This design comes from an exercise in tuning for small area and a short achievable clock period on the open sky130 flow, not from production work.
Function was checked by simulation only, so behaviour that the tests miss may differ from the original.
Power is estimated from default activity; no workload was simulated.

== run A ==
// alu_top
module alu_top (
    input             clk,
    input      [7:0]  a_in,
    input      [7:0]  b_in,
    input      [3:0]  command_in,
    input             oe,
    output reg [15:0] d_out
);
Size: ~37 flip-flops, ~5300 um^2 of cells after synthesis.
export LEC_CHECK = 0
export ABC_AREA = 1
export CAP_MARGIN = 20
export CORE_MARGIN = 2
export CORE_UTILIZATION = 40
export CTS_BUF_LIST = sky130_fd_sc_hd__clkbuf_8
export SLEW_MARGIN = 60
create_clock -name core_clock -period 24.0 [get_ports {clk}]
standard.sh (not shown) runs the stock make flow with config.mk's settings and CLKGATE_MAP_FILE= SYNTH_SCRIPT=/design/flow/synth_recipe.tcl, a recipe that flattens the netlist after the stock synthesis.
==> flow/flow/run.sh <==
#!/bin/bash
# The standard layout with three changes:
#  - synthesis leaves arithmetic to ABC instead of extracting full/half adder
#    cells (ADDER_MAP_FILE empty);
#  - ABC maps with flow/abc_area.script, which sizes gates against a delay
#    target instead of upsizing every path as far as it goes;
#  - the port buffers that global placement inserts use the smallest buffer.
set -euo pipefail
rm -rf scripts_abc
cp -r "$FLOW_HOME/scripts" scripts_abc
cp flow/abc_area.script scripts_abc/abc_area.script
export SCRIPTS_DIR="$PWD/scripts_abc"
export BUFFER_PORTS_ARGS="-buffer_cell sky130_fd_sc_hd__buf_1"
bash standard.sh ADDER_MAP_FILE= finish > standard_flow.log 2>&1
==> flow/flow/abc_area.script <==
strash
dch
map -B 0.9
topo
stime -c
upsize -c -D 3750
dnsize -c -D 3750
Run A ended with every stage complete and zero timing, DRC or antenna violations.
The inputs of run B differ from those of run A as listed below.
==> flow/run.sh (new file) <==
#!/bin/bash
# synth_recipe.tcl (not shown) runs the flow's synth.tcl, then flattens the netlist and writes it again
# the make line also repeats each setting of config.mk as NAME=value (left out here)
make -C /OpenROAD-flow-scripts/flow DESIGN_CONFIG=/design/flow/config.mk WORK_HOME=/design/flow/orfs CLKGATE_MAP_FILE= SYNTH_SCRIPT=/design/flow/synth_recipe.tcl finish
removed: flow/flow/run.sh
removed: flow/flow/abc_area.script
removed: flow/standard.sh
--- outcome ---
[run B] cell area rose 13% relative to run A. Layout multi-input combinational cell count (higher): run A. Of run B and run A, the higher worst setup margin belongs to run A.
Edits applied to the flow inputs when going from run B to run C:
# run B
export LEC_CHECK = 0
export ABC_AREA = 1
export CAP_MARGIN = 20
export CORE_MARGIN = 2
export CORE_UTILIZATION = 40
export CTS_BUF_LIST = sky130_fd_sc_hd__clkbuf_8
export SLEW_MARGIN = 60
create_clock -name core_clock -period 24.0 [get_ports {clk}]
# run C
export LEC_CHECK = 0
export ABC_AREA = 1
export CAP_MARGIN = 20
export CORE_MARGIN = 2
export CORE_UTILIZATION = 60
export CTS_BUF_LIST = sky130_fd_sc_hd__clkbuf_8
export SLEW_MARGIN = 60
create_clock -name core_clock -period 24.0 [get_ports {clk}]
==> flow/flow/run.sh (new file) <==
#!/bin/bash
# The standard layout with three changes:
#  - synthesis leaves arithmetic to ABC instead of extracting full/half adder
#    cells (ADDER_MAP_FILE empty);
#  - ABC maps with flow/abc_area.script, which sizes gates against a delay
#    target instead of upsizing every path as far as it goes;
#  - the port buffers that global placement inserts use the smallest buffer.
set -euo pipefail
rm -rf scripts_abc
cp -r "$FLOW_HOME/scripts" scripts_abc
cp flow/abc_area.script scripts_abc/abc_area.script
export SCRIPTS_DIR="$PWD/scripts_abc"
export BUFFER_PORTS_ARGS="-buffer_cell sky130_fd_sc_hd__buf_1"
bash standard.sh ADDER_MAP_FILE= finish > standard_flow.log 2>&1
==> flow/flow/abc_area.script (new file) <==
strash
dc2
dch -f
map -B 0.9
topo
stime -c
upsize -c -D 4000
dnsize -c -D 4000
==> flow/standard.sh (new file) <==
#!/bin/bash
# synth_recipe.tcl (not shown) runs the flow's synth.tcl, then flattens the netlist and writes it again
# the make line also repeats each setting of config.mk as NAME=value (left out here)
make -C /OpenROAD-flow-scripts/flow DESIGN_CONFIG=/design/flow/config.mk WORK_HOME=/design/flow/orfs CLKGATE_MAP_FILE= SYNTH_SCRIPT=/design/flow/synth_recipe.tcl "${@:-finish}"
removed: flow/run.sh
--- outcome ---
Run C | status: complete | timing, DRC, antenna: pass
Comparing source-to-sink clock delay at the later pin of the worst-skew pair for run B and run C, the bigger number came from run B.
Relative to run B, combinational power share has decreased by 5.3 points in run C.
In run C relative to run B, power had gone down by more than 10%.
Looking at worst setup path startpoint, the b_q[2] result is from run B; the d_out[14] one comes from run C.
Run C reports a higher combined global-route utilization of all metal layers than run B does.
The inputs of run D differ from those of run C as listed below.
# run C
export LEC_CHECK = 0
export ABC_AREA = 1
export CAP_MARGIN = 20
export CORE_MARGIN = 2
export CORE_UTILIZATION = 60
export CTS_BUF_LIST = sky130_fd_sc_hd__clkbuf_8
export SLEW_MARGIN = 60
create_clock -name core_clock -period 24.0 [get_ports {clk}]
# run D
export LEC_CHECK = 0
export ABC_AREA = 1
export CAP_MARGIN = 20
export CORE_MARGIN = 2
export CORE_UTILIZATION = 40
export CTS_BUF_LIST = sky130_fd_sc_hd__clkbuf_8
export SLEW_MARGIN = 60
create_clock -name core_clock -period 24.0 [get_ports {clk}]
==> flow/flow/run.sh <==
#!/bin/bash
# The standard layout with two changes: synthesis leaves arithmetic to ABC
# instead of extracting full/half adder cells (ADDER_MAP_FILE empty), and
# the port buffers that global placement inserts use the smallest buffer.
set -euo pipefail
export BUFFER_PORTS_ARGS="-buffer_cell sky130_fd_sc_hd__buf_1"
bash standard.sh ADDER_MAP_FILE= finish > standard_flow.log 2>&1
removed: flow/flow/abc_area.script
==> comparison <==
Going from run C to run D, the number of nets in the synthesized netlist was found to have gone up by 119. The higher shortest clock period the worst path allows after layout of run C and run D is in run D. On sequential fraction of total cell area, the lower figure sits with run D, not run C.
#### Input delta (run E over run D)
==> flow/flow/run.sh <==
#!/bin/bash
# The standard layout with three changes:
#  - synthesis leaves arithmetic to ABC instead of extracting full/half adder
#    cells (ADDER_MAP_FILE empty);
#  - ABC maps with flow/abc_area.script, which sizes gates against a delay
#    target instead of upsizing every path as far as it goes;
#  - the port buffers that global placement inserts use the smallest buffer.
set -euo pipefail
rm -rf scripts_abc
cp -r "$FLOW_HOME/scripts" scripts_abc
cp flow/abc_area.script scripts_abc/abc_area.script
export SCRIPTS_DIR="$PWD/scripts_abc"
export BUFFER_PORTS_ARGS="-buffer_cell sky130_fd_sc_hd__buf_1"
bash standard.sh ADDER_MAP_FILE= finish > standard_flow.log 2>&1
==> flow/flow/abc_area.script (new file) <==
strash
dch
map -B 0.9
topo
stime -c
upsize -c -D 3500
dnsize -c -D 3500
==> comparison <==
- Sequential share of layout area: run E vs run D up 0.17 points
- Delta (run E minus run D): tap cell count now smaller; simple-gate share of the synthesized area now larger; final instance area now smaller; maximum clock frequency now larger; setup slack after layout now larger.
- When run E is set beside run D, its via count turns out to be 88 larger.
- Relative to run D, the cell-internal power measured on run E has decreased slightly.

what the ideal ports hide:
No port has a modelled driver above. Below, the same layouts with a new extraction and two added sets of constraints. Step 1 sets driving cells, clkbuf_16 on the clock port and buf_2 on the other inputs (assumed; they add their load-dependent delay and slew). Step 2, shift: input delay + t, output delay - t, t = (earliest + latest rising clock arrival at the registers) / 2. This alone moves slack from input paths to output paths. Slacks: ideal / step 1 / step 2; pairs: ideal / step 1.
run	t (ns)	setup WS [ns]	slew at the worst register clock pin (ns)
run A	0.323	18.441 / 18.410 / 18.733	0.08 / 0.08
run B	0.348	17.875 / 17.875 / 17.875	0.09 / 0.09
run C	0.316	18.428 / 18.401 / 18.717	0.08 / 0.08
run D	0.329	18.419 / 18.386 / 18.715	0.08 / 0.08
run E	0.320	18.437 / 18.404 / 18.724	0.08 / 0.08
After both steps every run listed still meets setup and hold.
